From an optimization exercise on the open Yosys and OpenROAD flow, aimed at small area and a short achievable clock period; shortcuts taken in it are not production practice. Function was checked by simulation only, so behaviour that the tests miss may differ from the original.

===== design/flow/run.sh =====
#!/bin/bash
# synth_recipe.tcl (not shown) runs the flow's synth.tcl, then flattens the netlist and writes it again
# the make line also repeats each setting of config.mk as NAME=value (left out here)
make -C /OpenROAD-flow-scripts/flow DESIGN_CONFIG=/design/flow/config.mk WORK_HOME=/design/flow/orfs CLKGATE_MAP_FILE= SYNTH_SCRIPT=/design/flow/synth_recipe.tcl finish

===== design/flow/design.v =====
module SubModule (
  input wire clk,
  input wire rst,
  input wire [7:0] data,
  input wire [7:0] addr,
  input wire [7:0] feed_in,
  input wire [7:0] feed_in_addr,
  output reg [7:0] feed_out,
  output reg [7:0] feed_out_addr,
  output reg [7:0] ab,
  output reg [7:0] b
);
  wire comparator = feed_in >= b;
  always @ (posedge clk or posedge rst) begin 
    if (rst) begin
      b <= 'b0;
    end
    else if (comparator) begin 
      b <= feed_in;
      ab <= feed_in_addr;
    end 
  end
  always @ (*) begin 
    feed_out = comparator ? b : data;
    feed_out_addr = comparator ? ab : addr;
  end
endmodule 
module Sorter # (
  parameter N = 64
)(
  input wire clk,                       
  input wire rst,                        
  input wire [7:0] data,                 
  input wire [7:0] addr,                 
  output reg [N*8 - 1:0] sorted_data,    
  output reg [N*8 - 1:0] sorted_addr     
); 
  wire [7:0] out_array_data [0:N-1];
  wire [7:0] out_array_addr [0:N-1];
  integer i;
  always @(*) begin 
    for (i = 0; i < N; i = i + 1) begin 
      sorted_data[7+8*i -:8] = out_array_data[i];
      sorted_addr[7+8*i -:8] = out_array_addr[i];
    end
  end
  wire [7:0] feed_outs [0:N-1];
  wire [7:0] feed_out_addrs [0:N-1];
  SubModule u_SubModule_0 (
    .clk              (clk),
    .rst              (rst),
    .data             (data),
    .addr             (addr),
    .feed_in          (data),
    .feed_in_addr     (addr),
    .feed_out         (feed_outs[0]),
    .feed_out_addr    (feed_out_addrs[0]),
    .ab               (out_array_addr[0]),
    .b                (out_array_data[0])
  );
  genvar j;
  generate
    for (j = 1; j < N; j = j + 1) begin : G
      SubModule u_SubModule_0 (
        .clk              (clk),
        .rst              (rst),
        .data             (data),
        .addr             (addr),
        .feed_in          (feed_outs[j-1]),        
        .feed_in_addr     (feed_out_addrs[j-1]),
        .feed_out         (feed_outs[j]),
        .feed_out_addr    (feed_out_addrs[j]),
        .ab               (out_array_addr[j]),
        .b                (out_array_data[j])
      );
    end
  endgenerate
endmodule

===== design/flow/constraint.sdc =====
create_clock -name core_clock -period 140.0 [get_ports {clk}]
set_input_delay 28.0000 -clock core_clock [delete_from_list [all_inputs] [get_ports {clk}]]
set_output_delay 28.0000 -clock core_clock [all_outputs]
set_load 0.01 [all_outputs]

===== design/flow/config.mk =====
export PLATFORM = sky130hd
export DESIGN_NAME = Sorter
export DESIGN_NICKNAME = Sorter
export VERILOG_FILES = /design/flow/design.v
export SDC_FILE = /design/flow/constraint.sdc
export NUM_CORES = 4
export LEC_CHECK = 0
export CAP_MARGIN = 20
export CORE_MARGIN = 2
export CORE_UTILIZATION = 40
export SLEW_MARGIN = 20

==> impl_metrics.env, run 1 <==
export IMPL_max_freq_ghz=0.007613
export IMPL_postPlaceCellArea_um2=71310
export IMPL_first_pass_iters=5
export IMPL_crit_top_cell="ha_1"
export IMPL_clk_latency_ps=760
export IMPL_cts_sinks=1024
export IMPL_via_count=41440
export IMPL_grt_usage_pct=29.27
export IMPL_period_minus_slack_ps=131350
export IMPL_required_ps=140430
export IMPL_synthesis_nets=4992
export IMPL_hold_viol_final=0
export IMPL_cts_max_level=3
export IMPL_numCtsBuffers=117
export IMPL_wl_per_cell_um=30.24
export IMPL_synthFlopType="edfxtp_1"
export IMPL_async_flop_share_pct=50.00
export IMPL_pre_cts_slack_ps=7888
export IMPL_drive_above_1_share_pct=30.97
export IMPL_dp_cells=7254
export IMPL_initial_core_util_pct=40.27
export IMPL_synthCells=4462
export IMPL_slew_violations=0
export IMPL_gp_congestion=0.9039
export IMPL_grt_first_pass_wirelength_um=318800
export IMPL_ant_nets=0
export IMPL_syn_cell_area_um2=58680
export IMPL_final_util_pct=51.63
export IMPL_dieArea_um2=149800
export IMPL_wl_um=226300
export IMPL_clkSlewWorstSetupHoldPaths_ps=60
export IMPL_slowest_stage="a221oi_1"
export IMPL_critPathLaunchType="primary input"
export IMPL_ctsHoldBuffers=0
export IMPL_slew_headroom_pct=25.33
export IMPL_cts_tree="done"
export IMPL_dieHeight_um=387.0
export IMPL_setup_ws_ps=8649
export IMPL_hold_path_class="reg -> reg"
export IMPL_fin_area_um2=75250
export IMPL_io_pins=1042
export IMPL_worstPathArrival_ps=131790
export IMPL_grt_max_degree=134
export IMPL_worst_hold_slack_ps=552.2
export IMPL_final_cells=7484
export IMPL_max_stage_delay_ps=750
export IMPL_die_w_um=387.0
export IMPL_drc_errors=0
export IMPL_syn_to_final_growth_pct=28.23
export IMPL_synth_edf_count=512
export IMPL_yosysWarnings=2
export IMPL_min_period_over_period_pct=93.82
export IMPL_ys_seq_area_share_pct=48.03
export IMPL_syn_avg_cell_area_um2=13.15
export IMPL_antenna_found_initial=15
export IMPL_maxCapViolations=0
export IMPL_rows=140
export IMPL_post_cts_buffers=0
export IMPL_tightest_slew_ps=1120
export IMPL_drt_iter0_drc=2706
export IMPL_synth_seq_cells=1024
export IMPL_viasPerCell=5.537
export IMPL_hpwl_um=168700
export IMPL_cts_resized=0
export IMPL_finClkSkew_ps=36.46
export IMPL_cp_max_fo=32
export IMPL_final_nets=5988
export IMPL_critPathCaptureType="flop"
export IMPL_setup_viol=0
export IMPL_status="timing/DRC/antenna clean"
export IMPL_core_um2=145700
export IMPL_first_global_vias=41960
export IMPL_fillCellCount=12650
export IMPL_clock_root_buffer="clkbuf_16"
export IMPL_synth_cell_types=41
export IMPL_critPathKind="in -> reg"
export IMPL_final_setup_tns_ps=0
export IMPL_gr_total_overflow=0
export IMPL_cts_max_path_buffers=3
export IMPL_rsz0062_at_grt="no"
export IMPL_portBuffers=1041
-- cells in the mapped netlist (2+ instances only) --
library cell / instances / share of area [%]
a2111o_1: 2 / 0.038
a2111oi_0: 62 / 0.93
a21o_1: 62 / 0.79
a21oi_1: 65 / 0.55
a221oi_1: 60 / 0.90
a31oi_1: 8 / 0.085
a32oi_1: 8 / 0.12
a41oi_1: 8 / 0.12
and2_1: 70 / 0.75
and3_1: 64 / 0.68
and4_1: 2 / 0.030
buf_1: 15 / 0.096
buf_2: 124 / 1.1
buf_6: 3 / 0.058
clkbuf_1: 109 / 0.70
dfrtp_1: 512 / 22
edfxtp_1: 512 / 26
ha_1: 512 / 11
inv_1: 452 / 2.9
mux2_2: 1366 / 26
mux2_4: 7 / 0.18
mux2i_1: 63 / 1.1
nand2_1: 23 / 0.15
nand2b_1: 65 / 0.69
nand2b_4: 2 / 0.047
nand3_1: 3 / 0.026
nand4_1: 3 / 0.032
nor2_1: 62 / 0.40
nor3_1: 2 / 0.017
o211ai_1: 60 / 0.77
o21a_1: 65 / 0.83
o21ai_0: 23 / 0.20
o21ai_1: 60 / 0.51
-- final timing paths --
path	start	end	slack, ps	cells after the start
max in group asynchronous	rst	G[9].u_SubModule_0.b[5]$_DFFE_PP0P_	109510	5
setup reg to reg	u_SubModule_0.b[0]$_DFFE_PP0P_	G[63].u_SubModule_0.ab[0]$_DFFE_PP_	36110	355
hold reg to reg	G[63].u_SubModule_0.b[7]$_DFFE_PP0P_	G[63].u_SubModule_0.b[7]$_DFFE_PP0P_	550	1
setup / recovery	data[0]	G[63].u_SubModule_0.ab[0]$_DFFE_PP_	8650	357
hold / removal	G[63].u_SubModule_0.b[7]$_DFFE_PP0P_	G[63].u_SubModule_0.b[7]$_DFFE_PP0P_	550	1
min in group asynchronous	rst	G[28].u_SubModule_0.b[6]$_DFFE_PP0P_	28040	2
-- logic make-up (layout without fill, tap and decap cells) --
kind of cell               after synthesis  after routing  share of synthesized area (%)
AOI/OAI and AO/OA                      487            489                          5.904
adders and majority gates              512            512                          10.92
and+or+nand+nor                        297            297                          2.827
DFF                                   1024           1024                          48.03
buffers and inverters                  706           1805                          4.855
other                                    0              4                              0
muxes                                 1436           1436                          27.47
-- flip-flops by register name, indices dropped and copies added (netlist names) --
register and cells:
G.u_SubModule_0.b 504, u_SubModule_0.b 8, G.u_SubModule_0.ab 504, u_SubModule_0.ab 8
-- layer usage --
metal	wire length (um)	vias to the layer above	track usage, %
met1	90620	21120	35.47
li1	-	18490	-
met5	29	-	0
met4	11580	4	13.86
met2	107100	1452	48.68
met3	16920	377	7.419
-- critical path: cells and delay by family --
kind	cells	cell delay, ps
muxes	61	17790
adders and majority gates	64	17400
AOI/OAI and AO/OA	129	46790
and+or+nand+nor	65	10630
buffers and inverters	38	10840
-- area by class of cell --
class,count,area (um2),area share (%)
clock inverter,77,739.5,0.9827
multi-input combinational,2734,27950,37.15
clock buffer,147,3153,4.190
timing repair buffer,1129,11100,14.76
antenna,4,10.01,0.01330
inverter,452,1704,2.265
sequential,1024,28190,37.46
tap,1917,2399,3.187
-- placed cells by master (no fill, tap or decap), types with 63 or more instances in the layout --
master	Yosys	routed
mux2_2	1366	1366
clkdlybuf4s50_1	0	1025
edfxtp_1	512	512
dfrtp_1	512	512
ha_1	512	512
inv_1	452	451
clkbuf_16	0	119
buf_4	1	99
and2_1	70	70
nand2b_1	65	65
a21oi_1	65	65
o21a_1	65	65
and3_1	64	64
mux2i_1	63	63
==> run 2, diff against run 1 <==
==> design/flow/design.v (replaced) <==
module SorterAoi222 (input wire a1, a2, b1, b2, c1, c2, output wire y);
  assign y = ~((a1 & a2) | (b1 & b2) | (c1 & c2));
endmodule
module SorterAoi22 (input wire a1, a2, b1, b2, output wire y);
  assign y = ~((a1 & a2) | (b1 & b2));
endmodule
module SorterInv (input wire a, output wire y);
  assign y = ~a;
endmodule
module SorterNor2 (input wire a, b, output wire y);
  assign y = ~(a | b);
endmodule
module SorterAnd2 (input wire a, b, output wire y);
  assign y = a & b;
endmodule
module SorterMaj3 (input wire a, b, c, output wire y);
  assign y = (a & b) | (a & c) | (b & c);
endmodule
module SorterLt8 (input wire [7:0] nd, input wire [7:0] b, output wire lt);
  wire [8:1] nc;
  SorterAnd2 u0 (.a(nd[0]), .b(b[0]), .y(nc[1]));
  genvar k;
  generate
    for (k = 1; k < 8; k = k + 1) begin : C
      SorterMaj3 u (.a(nd[k]), .b(b[k]), .c(nc[k]), .y(nc[k+1]));
    end
  endgenerate
  assign lt = nc[8];
endmodule
module SorterSel8 (input wire sh, ins, hold, input wire [7:0] p, d, s,
                   output wire [7:0] f);
  genvar k;
  generate
    for (k = 0; k < 8; k = k + 1) begin : B
      wire n;
      SorterAoi222 ua (.a1(sh), .a2(p[k]), .b1(ins), .b2(d[k]), .c1(hold), .c2(s[k]), .y(n));
      SorterInv ui (.a(n), .y(f[k]));
    end
  endgenerate
endmodule
module SorterSel8First (input wire ins, hold, input wire [7:0] d, s,
                        output wire [7:0] f);
  genvar k;
  generate
    for (k = 0; k < 8; k = k + 1) begin : B
      wire n;
      SorterAoi22 ua (.a1(ins), .a2(d[k]), .b1(hold), .b2(s[k]), .y(n));
      SorterInv ui (.a(n), .y(f[k]));
    end
  endgenerate
endmodule
module Sorter # (
  parameter N = 64
)(
  input wire clk,                       
  input wire rst,                        
  input wire [7:0] data,                 
  input wire [7:0] addr,                 
  output reg [N*8 - 1:0] sorted_data,    
  output reg [N*8 - 1:0] sorted_addr     
);
  reg  [7:0] b  [0:N-1];                 
  reg  [7:0] ab [0:N-1];                 
  wire [7:0] nb [0:N-1];                 
  wire [7:0] nab [0:N-1];
  wire [N-1:0] lt;                       
  wire [N-1:0] ge;                       
  wire [N-1:0] ins;                      
  wire [7:0] ndata;
  genvar k;
  generate
    for (k = 0; k < 8; k = k + 1) begin : D
      SorterInv u (.a(data[k]), .y(ndata[k]));
    end
  endgenerate
  genvar j;
  generate
    for (j = 0; j < N; j = j + 1) begin : G
      SorterLt8 u_cmp (.nd(ndata), .b(b[j]), .lt(lt[j]));
      SorterInv u_ge (.a(lt[j]), .y(ge[j]));
      if (j == 0) begin : F
        assign ins[j] = ge[j];
        SorterSel8First u_d (.ins(ins[j]), .hold(lt[j]), .d(data), .s(b[j]), .f(nb[j]));
        SorterSel8First u_a (.ins(ins[j]), .hold(lt[j]), .d(addr), .s(ab[j]), .f(nab[j]));
      end else begin : S
        SorterNor2 u_ins (.a(lt[j]), .b(ge[j-1]), .y(ins[j]));
        SorterSel8 u_d (.sh(ge[j-1]), .ins(ins[j]), .hold(lt[j]),
                        .p(b[j-1]), .d(data), .s(b[j]), .f(nb[j]));
        SorterSel8 u_a (.sh(ge[j-1]), .ins(ins[j]), .hold(lt[j]),
                        .p(ab[j-1]), .d(addr), .s(ab[j]), .f(nab[j]));
      end
      always @ (posedge clk or posedge rst) begin
        if (rst)
          b[j] <= 8'd0;
        else
          b[j] <= nb[j];
      end
      always @ (posedge clk) begin
        ab[j] <= nab[j];
      end
    end
  endgenerate
  integer i;
  always @(*) begin
    for (i = 0; i < N; i = i + 1) begin
      sorted_data[8*i +: 8] = b[i];
      sorted_addr[8*i +: 8] = ab[i];
    end
  end
endmodule
--- a/design/flow/config.mk
+++ b/design/flow/config.mk
@@ -10,2 +10,3 @@
 export CORE_UTILIZATION = 40
 export SLEW_MARGIN = 20
+export SYNTH_HIERARCHICAL = 1
==> impl_metrics.env, run 2 <==
export IMPL_status="timing/DRC/antenna clean"
export IMPL_critPathCaptureType="flop"
export IMPL_setup_viol=0
export IMPL_synth_cell_types=8
export IMPL_postPlaceCellArea_um2=55570
export IMPL_synthFlopType="dfxtp_1"
export IMPL_synth_top_cell_area_share_pct=29.69
export IMPL_cts_tree="done"
export IMPL_drc_errors=0
export IMPL_portBuffers=1041
export IMPL_dieArea_um2=110500
export IMPL_clk_latency_ps=710
export IMPL_gp_congestion=0.9400
export IMPL_max_freq_ghz=0.03058
export IMPL_hold_depth=2
export IMPL_post_cts_buffers=0
export IMPL_synth_edf_count=0
export IMPL_yosys_top_cells_count="inv_1, a222oi_1, dfrtp_1, dfxtp_1, maj3_2"
export IMPL_cp_num_buf_inv=5
export IMPL_period_minus_slack_ps=32700
export IMPL_critPathKind="in -> reg"
export IMPL_grt_first_pass_wirelength_um=300500
export IMPL_clkSlewWorstSetupHoldPaths_ps=70
export IMPL_fin_area_um2=59510
export IMPL_syn_avg_cell_area_um2=11.60
export IMPL_hold_path_class="reg -> reg"
export IMPL_rows=120
export IMPL_synth_seq_cells=1024
export IMPL_tightest_slew_ps=1208
export IMPL_worstPathArrival_ps=33270
export IMPL_first_pass_iters=12
export IMPL_finClkSkew_ps=23.36
export IMPL_reg2reg_slack_ps=135380
export IMPL_initial_core_util_pct=40.31
export IMPL_final_nets=4928
export IMPL_post_synth_top_count_cell="inv_1"
export IMPL_ys_seq_area_share_pct=53.45
export IMPL_antenna_found_initial=4
export IMPL_cp_cell_sequence="buf_4, inv_4, and2_1, maj3_2, maj3_2, maj3_2, maj3_2, maj3_2, maj3_2, maj3_2, inv_1, nor2_1, buf_4, a222oi_1, inv_1"
export IMPL_hold_viol_final=0
export IMPL_layout_commonest_cell="inv_1"
export IMPL_min_period_over_period_pct=23.35
export IMPL_slew_violations=0
export IMPL_async_flop_share_pct=50.00
export IMPL_cts_sinks=1024
export IMPL_final_cells=6412
export IMPL_grt_usage_pct=36.80
export IMPL_final_setup_tns_ps=0
export IMPL_yosysWarnings=11
export IMPL_synthesis_nets=3737
export IMPL_cts_max_level=3
export IMPL_core_um2=107100
export IMPL_cts_max_path_buffers=3
export IMPL_slew_headroom_pct=19.16
export IMPL_synthCells=3719
export IMPL_drive_above_1_share_pct=14.71
export IMPL_cp_depth=15
export IMPL_antenna_diode_count=0
export IMPL_r2r_end="b[33][3]$_DFF_PP0_"
export IMPL_maxCapViolations=0
export IMPL_fillCellCount=9422
export IMPL_cp_max_fo=64
export IMPL_syn_cell_area_um2=43150
export IMPL_max_stage_delay_ps=520
export IMPL_wl_um=213800
export IMPL_largestRegisters="ab (512), b (512)"
export IMPL_grt_max_degree=150
export IMPL_critPathLaunchType="primary input"
export IMPL_worstHoldStart="ab[63][0]$_DFF_P_"
export IMPL_clock_root_buffer="clkbuf_16"
export IMPL_final_util_pct=55.59
export IMPL_numCtsBuffers=111
export IMPL_via_count=41920
export IMPL_dp_cells=6195
export IMPL_first_global_vias=38840
export IMPL_hpwl_um=147700
export IMPL_dieHeight_um=332.4
export IMPL_ant_nets=0
export IMPL_cp_top_family="adder cells"
export IMPL_crit_top_cell="maj3_2"
export IMPL_syn_to_final_growth_pct=37.92
export IMPL_wl_per_cell_um=33.35
export IMPL_viasPerCell=6.538
export IMPL_worst_r2r_cell_count=13
export IMPL_final_cell_mix="inv_1, clkdlybuf4s50_1, a222oi_1"
export IMPL_rsz0062_at_grt="no"
export IMPL_rr_startpoint="b[32][0]$_DFF_PP0_"
export IMPL_slowest_stage="inv_4"
export IMPL_yosysTopAreaCell="dfrtp_1"
export IMPL_drt_iter0_drc=8732
export IMPL_die_w_um=332.4
export IMPL_required_ps=140580
export IMPL_synth_area_leaders="dfrtp_1, dfxtp_1, a222oi_1"
export IMPL_hold_path_end="ab[63][0]$_DFF_P_"
export IMPL_ctsHoldBuffers=0
export IMPL_cts_resized=0
export IMPL_io_pins=1042
export IMPL_gr_total_overflow=0
==> run 2: worst max path at each step <==
stage | from | to | slack, ps
6_report | data[0] | ab[40][7]$_DFF_P_ | 107300
5_1_grt | data[1] | ab[33][2]$_DFF_P_ | 107140
4_1_cts | data[1] | b[33][7]$_DFF_PP0_ | 107430
3_5_place_dp | data[1] | b[33][4]$_DFF_PP0_ | 106700
3_3_place_gp | data[1] | b[2][1]$_DFF_PP0_ | 106670
2_1_floorplan | rst | b[0][0]$_DFF_PP0_ | 97700
==> run 2: metrics by stage <==
step                setup WS (ps)  hold slack [ps]
global route               107140            501.3
CTS                        107430            484.1
global placement           106670            461.3
detailed placement         106700            468.5
floorplan                   97700            508.8
finish                     107300            483.4
==> run 2: metal layers <==
metal / global-route usage [%] / share of wire (%)
met1: 44.71 / 36
met2: 59.25 / 46
met3: 12.30 / 12
met4: 16.32 / 5.3
met5: 0 / 0
==> run 2: logic make-up after synthesis <==
family                     count (synthesis)  share of synthesized area (%)
buffers and inverters                   1096                          9.535
AOI/OAI and AO/OA                       1024                          23.85
DFF                                     1024                          53.45
adders and majority gates                448                          11.69
and+or+nand+nor                          127                          1.476
==> run 2: area by class of cell <==
class                           count  area [um2]  share of cell area [%]
Clock inverter                     26       195.2                  0.3280
Sequential cell                  1024       23060                   38.75
Tap cell                         1403        1755                   2.950
Timing Repair Buffer             1078       10670                   17.93
Multi-Input combinational cell   1599       16040                   26.96
Inverter                         1096        4141                   6.959
Clock buffer                      186        3643                   6.123
==> run 2: tightest hold or removal path: stages, from the launching register on <==
cell and delay [ps]:
dfxtp_1 330, a222oi_1 80, inv_1 50
==> run 2: per-module statistics from Yosys, one instance, submodules excluded, a selection <==
module | cells inside | copies in the design | area, um2 | flip-flops and latches
SorterAnd2 | 1 | 64 | 6.256 | 0
SorterNor2 | 1 | 63 | 3.754 | 0
SorterInv | 1 | 1095 | 3.754 | 0
SorterAoi222 | 1 | 1008 | 10.01 | 0
Sorter | 1025 | 1 | 23070 | 1024
SorterAoi22 | 1 | 16 | 12.51 | 0
SorterMaj3 | 1 | 448 | 11.26 | 0
==> run 3, diff against run 2 <==
==> design/flow/flow/run.sh (new file) <==
#!/bin/bash
# Layout flow: the standard ORFS flow (standard.sh), in three parts, with
# these changes:
#  - after the standard synthesis (unchanged), gates are sized by their load:
#    ABC's maj3_2 / a22oi_2 go back to drive strength 1, and the gates that
#    drive a whole place (the comparator's last majority gate, the ge inverter,
#    the insert nor) go up (size.tcl);
#  - the ports are buffered with sky130_fd_sc_hd__buf_1 instead of the
#    default clkdlybuf4s50_1;
#  - after placement, one timing repair pass aims a little past the worst
#    setup slack found there (repair.tcl), then the cells are legalized;
#  - the clock tree uses clkbuf_8, clusters of up to 16 flip-flops and no
#    dummy loads.
# Each tool's output goes to a log file of its own in this folder.
set -euo pipefail
W=$(pwd)
F=$W/flow
R=$W/orfs/results/sky130hd/Sorter/base
export RESULTS=$R
PORTBUF="BUFFER_PORTS_ARGS=-buffer_cell sky130_fd_sc_hd__buf_1"

bash standard.sh synth > "$W/log_synth.txt" 2>&1
openroad -no_init -exit "$F/size.tcl" > "$W/log_size.txt" 2>&1

bash standard.sh "$PORTBUF" place > "$W/log_place.txt" 2>&1
openroad -no_init -exit "$F/repair.tcl" > "$W/log_repair.txt" 2>&1

bash standard.sh "$PORTBUF" \
  "CTS_ARGS=-sink_clustering_enable -repair_clock_nets -buf_list sky130_fd_sc_hd__clkbuf_8 -root_buf sky130_fd_sc_hd__clkbuf_8 -sink_clustering_size 16 -sink_clustering_max_diameter 50 -dont_use_dummy_load" \
  finish > "$W/log_finish.txt" 2>&1
==> design/flow/flow/repair.tcl (new file) <==
# One setup repair pass on the placed design, aiming DELTA ns past the worst
# slack found, then legalize the placement.
set DELTA 0.75
read_liberty $::env(FLOW_HOME)/platforms/sky130hd/lib/sky130_fd_sc_hd__tt_025C_1v80.lib
read_db $::env(RESULTS)/3_place.odb
read_sdc $::env(RESULTS)/3_place.sdc
source $::env(FLOW_HOME)/platforms/sky130hd/setRC.tcl
set_dont_use {sky130_fd_sc_hd__probe_p_8 sky130_fd_sc_hd__probec_p_8 sky130_fd_sc_hd__lpflow_*}
estimate_parasitics -placement
report_design_area
set wns [sta::time_sta_ui [sta::worst_slack_cmd max]]
puts "worst setup slack before: $wns"
repair_timing -setup -setup_margin [expr {$wns + $DELTA}] -repair_tns 100 -skip_last_gasp -verbose
estimate_parasitics -placement
puts "worst setup slack after: [sta::time_sta_ui [sta::worst_slack_cmd max]]"
report_design_area
detailed_placement
check_placement -verbose
write_db $::env(RESULTS)/3_place.odb
==> design/flow/flow/size.tcl (new file) <==
# Resize gates of the synthesized netlist by the number of loads they drive.
read_db $::env(RESULTS)/1_synth.odb
set db [ord::get_db]
set block [[$db getChip] getBlock]
proc fanout {inst} {
  foreach it [$inst getITerms] {
    if {[$it isOutputSignal]} {
      set n [$it getNet]
      if {$n eq "NULL"} { return 0 }
      return [expr {[llength [$n getITerms]] - 1}]
    }
  }
  return 0
}
# from, to, and the load count from which the rule applies (-1: always)
set rules {
  sky130_fd_sc_hd__maj3_2  sky130_fd_sc_hd__maj3_1  -1
  sky130_fd_sc_hd__a22oi_2 sky130_fd_sc_hd__a22oi_1 -1
  sky130_fd_sc_hd__maj3_1  sky130_fd_sc_hd__maj3_2  10
  sky130_fd_sc_hd__inv_1   sky130_fd_sc_hd__inv_4   10
  sky130_fd_sc_hd__nor2_1  sky130_fd_sc_hd__nor2_2  10
}
foreach {from to minfo} $rules {
  set m [$db findMaster $to]
  set k 0
  foreach inst [$block getInsts] {
    if { [[$inst getMaster] getName] eq $from && [fanout $inst] >= $minfo } {
      $inst swapMaster $m
      incr k
    }
  }
  puts "swapped $k $from -> $to"
}
write_db $::env(RESULTS)/1_synth.odb
==> design/flow/standard.sh (new file) <==
#!/bin/bash
# synth_recipe.tcl (not shown) runs the flow's synth.tcl, then flattens the netlist and writes it again
# the make line also repeats each setting of config.mk as NAME=value (left out here)
make -C /OpenROAD-flow-scripts/flow DESIGN_CONFIG=/design/flow/config.mk WORK_HOME=/design/flow/orfs CLKGATE_MAP_FILE= SYNTH_SCRIPT=/design/flow/synth_recipe.tcl "${@:-finish}"
--- a/design/flow/config.mk
+++ b/design/flow/config.mk
@@ -8,5 +8,6 @@
 export CAP_MARGIN = 20
 export CORE_MARGIN = 2
-export CORE_UTILIZATION = 40
+export CORE_UTILIZATION = 30
+export PLACE_DENSITY = 0.5
 export SLEW_MARGIN = 20
 export SYNTH_HIERARCHICAL = 1
removed: design/flow/run.sh
==> impl_metrics.env, run 3 <==
export IMPL_status="timing/DRC/antenna clean"
export IMPL_ff_latch_area_um2=23060
export IMPL_synth_edf_count=0
export IMPL_rr_startpoint="b[31][0]$_DFF_PP0_"
export IMPL_gr_total_overflow=0
export IMPL_layout_commonest_cell="buf_1"
export IMPL_pre_cts_slack_ps=106500
export IMPL_maxCapViolations=0
export IMPL_post_synth_top_count_cell="inv_1"
export IMPL_cp_top_family="adder cells"
export IMPL_cts_sinks=1024
export IMPL_grt_usage_pct=28.85
export IMPL_critPathLaunchType="primary input"
export IMPL_syn_avg_cell_area_um2=11.54
export IMPL_dieHeight_um=382.3
export IMPL_worst_hold_slack_ps=488.5
export IMPL_finClkSkew_ps=96.39
export IMPL_rsz0062_at_grt="no"
export IMPL_worstHoldStart="ab[63][3]$_DFF_P_"
export IMPL_drt_iter0_drc=8866
export IMPL_startpoint="data[1]"
export IMPL_synth_top_cell_area_share_pct=29.69
export IMPL_cts_max_path_buffers=3
export IMPL_cts_tree="done"
export IMPL_core_um2=141800
export IMPL_ctsHoldBuffers=0
export IMPL_final_util_pct=36.24
export IMPL_first_global_vias=38940
export IMPL_final_cells=6818
export IMPL_numCtsBuffers=130
export IMPL_synth_cell_types=8
export IMPL_gp_congestion=0.9370
export IMPL_tightest_slew_ps=966.7
export IMPL_syn_to_final_growth_pct=19.68
export IMPL_reg2reg_slack_ps=135520
export IMPL_synth_area_leaders="dfrtp_1, dfxtp_1, a222oi_1"
export IMPL_min_period_over_period_pct=22.82
export IMPL_ant_nets=0
export IMPL_initial_core_util_pct=30.28
export IMPL_critPathCaptureType="flop"
export IMPL_yosysWarnings=11
export IMPL_yosysTopAreaCell="dfrtp_1"
export IMPL_dp_cells=6684
export IMPL_final_cell_mix="buf_1, inv_1, a222oi_1"
export IMPL_hpwl_um=154800
export IMPL_io_pins=1042
export IMPL_crit_top_cell="maj3_1"
export IMPL_async_flop_share_pct=50.00
export IMPL_syn_cell_area_um2=42920
export IMPL_final_setup_tns_ps=0
export IMPL_viasPerCell=6.137
export IMPL_synthFlopType="dfxtp_1"
export IMPL_synthesis_nets=3737
export IMPL_via_count=41840
export IMPL_cp_cell_sequence="buf_12, inv_4, buf_6, maj3_1, maj3_1, maj3_1, maj3_1, maj3_1, maj3_1, maj3_2, inv_4, nor2_2, a222oi_1, inv_1"
export IMPL_cts_max_level=4
export IMPL_slowest_stage="maj3_2"
export IMPL_clk_latency_ps=900
export IMPL_synthCells=3719
export IMPL_grt_first_pass_wirelength_um=308700
export IMPL_cp_max_fo=45
export IMPL_rows=138
export IMPL_final_nets=4944
export IMPL_fin_area_um2=51370
export IMPL_multi_input_area_um2=15570
export IMPL_setup_viol=0
export IMPL_postPlaceCellArea_um2=49540
export IMPL_largestRegisters="ab (512), b (512)"
export IMPL_wl_per_cell_um=32.54
export IMPL_yosys_top_cells_count="inv_1, a222oi_1, dfrtp_1, dfxtp_1, maj3_2"
export IMPL_max_stage_delay_ps=480
export IMPL_post_cts_buffers=0
export IMPL_cp_num_buf_inv=5
export IMPL_drc_errors=0
export IMPL_critPathKind="in -> reg"
export IMPL_period_minus_slack_ps=31950
export IMPL_wl_um=221900
export IMPL_ys_chip_area_um2=43150
export IMPL_grt_max_degree=138
export IMPL_worstPathArrival_ps=32700
export IMPL_ys_seq_area_share_pct=53.45
export IMPL_fillCellCount=14650
export IMPL_clkSlewWorstSetupHoldPaths_ps=80
export IMPL_slew_violations=0
export IMPL_required_ps=140750
export IMPL_hold_path_class="reg -> reg"
export IMPL_max_freq_ghz=0.03130
export IMPL_portBuffers=1041
export IMPL_first_pass_iters=14
export IMPL_die_w_um=382.3
export IMPL_slew_headroom_pct=35.55
export IMPL_hold_viol_final=0
export IMPL_cts_resized=0
export IMPL_dieArea_um2=146100
export IMPL_clock_root_buffer="clkbuf_8"
export IMPL_antenna_found_initial=9
export IMPL_synth_seq_cells=1024
export IMPL_drive_above_1_share_pct=7.697
export IMPL_setup_ws_ps=108050
==> run 3: worst min-delay path, delay by kind of cell (launching register included) <==
kind | cells | cell delay [ps]
compound gates | 1 | 80
buf+inv | 1 | 50
flops | 1 | 330
==> run 3: path summary, 6_finish.rpt <==
kind,end,depth (start not counted)
worst max-delay path,ab[1][1]$_DFF_P_,14
worst min-delay path,ab[63][3]$_DFF_P_,2
worst max register to register,ab[31][6]$_DFF_P_,11
worst min register to register,ab[63][3]$_DFF_P_,2
max in group asynchronous,b[49][0]$_DFF_PP0_,5
min in group asynchronous,b[63][5]$_DFF_PP0_,2
==> run 3: routing by layer <==
metal  global-route usage (%)  routed length (um)  vias up
met5                        0                  13        -
met4                    12.02                9825        2
met3                    8.418               23120      446
met2                    45.41              101300     2491
met1                    36.87               87620    21650
li1                         -                   -    17250
==> run 3: final cells by class <==
cell class	instances	share of cell area, %
inverters	1096	8.396
multi-input cells	1599	30.31
diodes	4	0.01949
clock buffers	130	3.483
repair buffers	1075	8.298
flip-flops and latches	1024	44.89
well taps	1890	4.603
==> run 3: logic make-up (layout without fill, tap and decap cells) <==
| group | count (synthesis) | after routing | share of synthesized area (%) |
|---|---|---|---|
| AO/OA/AOI/OAI | 1024 | 1024 | 23.85 |
| other | 0 | 4 | 0 |
| flip-flops | 1024 | 1024 | 53.45 |
| buffers and inverters | 1096 | 2301 | 9.535 |
| AND/OR/NAND/NOR | 127 | 127 | 1.476 |
| adder cells (fa/ha/maj) | 448 | 448 | 11.69 |
==> run 3: modules after synthesis, one instance, submodules excluded, a selection <==
module	copies in the design	cell area, um2
SorterInv	1095	3.754
SorterNor2	63	3.754
SorterAoi222	1008	10.01
SorterAnd2	64	6.256
Sorter	1	23070
SorterAoi22	16	12.51
SorterMaj3	448	11.26

[what the ideal ports hide]
Ports are ideal in the flow. The routed layouts listed here were re-timed in OpenROAD. Step 1, drivers: a clkbuf_16 drives clk and a buf_2 each remaining input, both assumed. Step 2 moves the port delays by t, midway between the first and last clock arrival at a register: inputs arrive t later, outputs are due t later. That takes back most of the time a late clock gives input paths. a / b / c = ideal / step 1 / step 2; a / b = the first two.
run	shift t [ns]	setup slack, ns	worst register clock-pin slew, ns	worst slew at a driven data input, ns	cell pins on the clock port's net
run 1	0.822	8.648 / 8.701 / 7.879	0.07 / 0.07	0.12	1
run 2	0.776	107.304 / 107.337 / 106.561	0.07 / 0.07	0.05	1
run 3	0.922	108.054 / 108.067 / 107.144	0.10 / 0.10	0.06	1
After both steps every run listed still meets setup and hold. For run 3, which loses most, drivers alone change the setup slack by +0.013 ns; drivers and shift together by -0.910 ns.
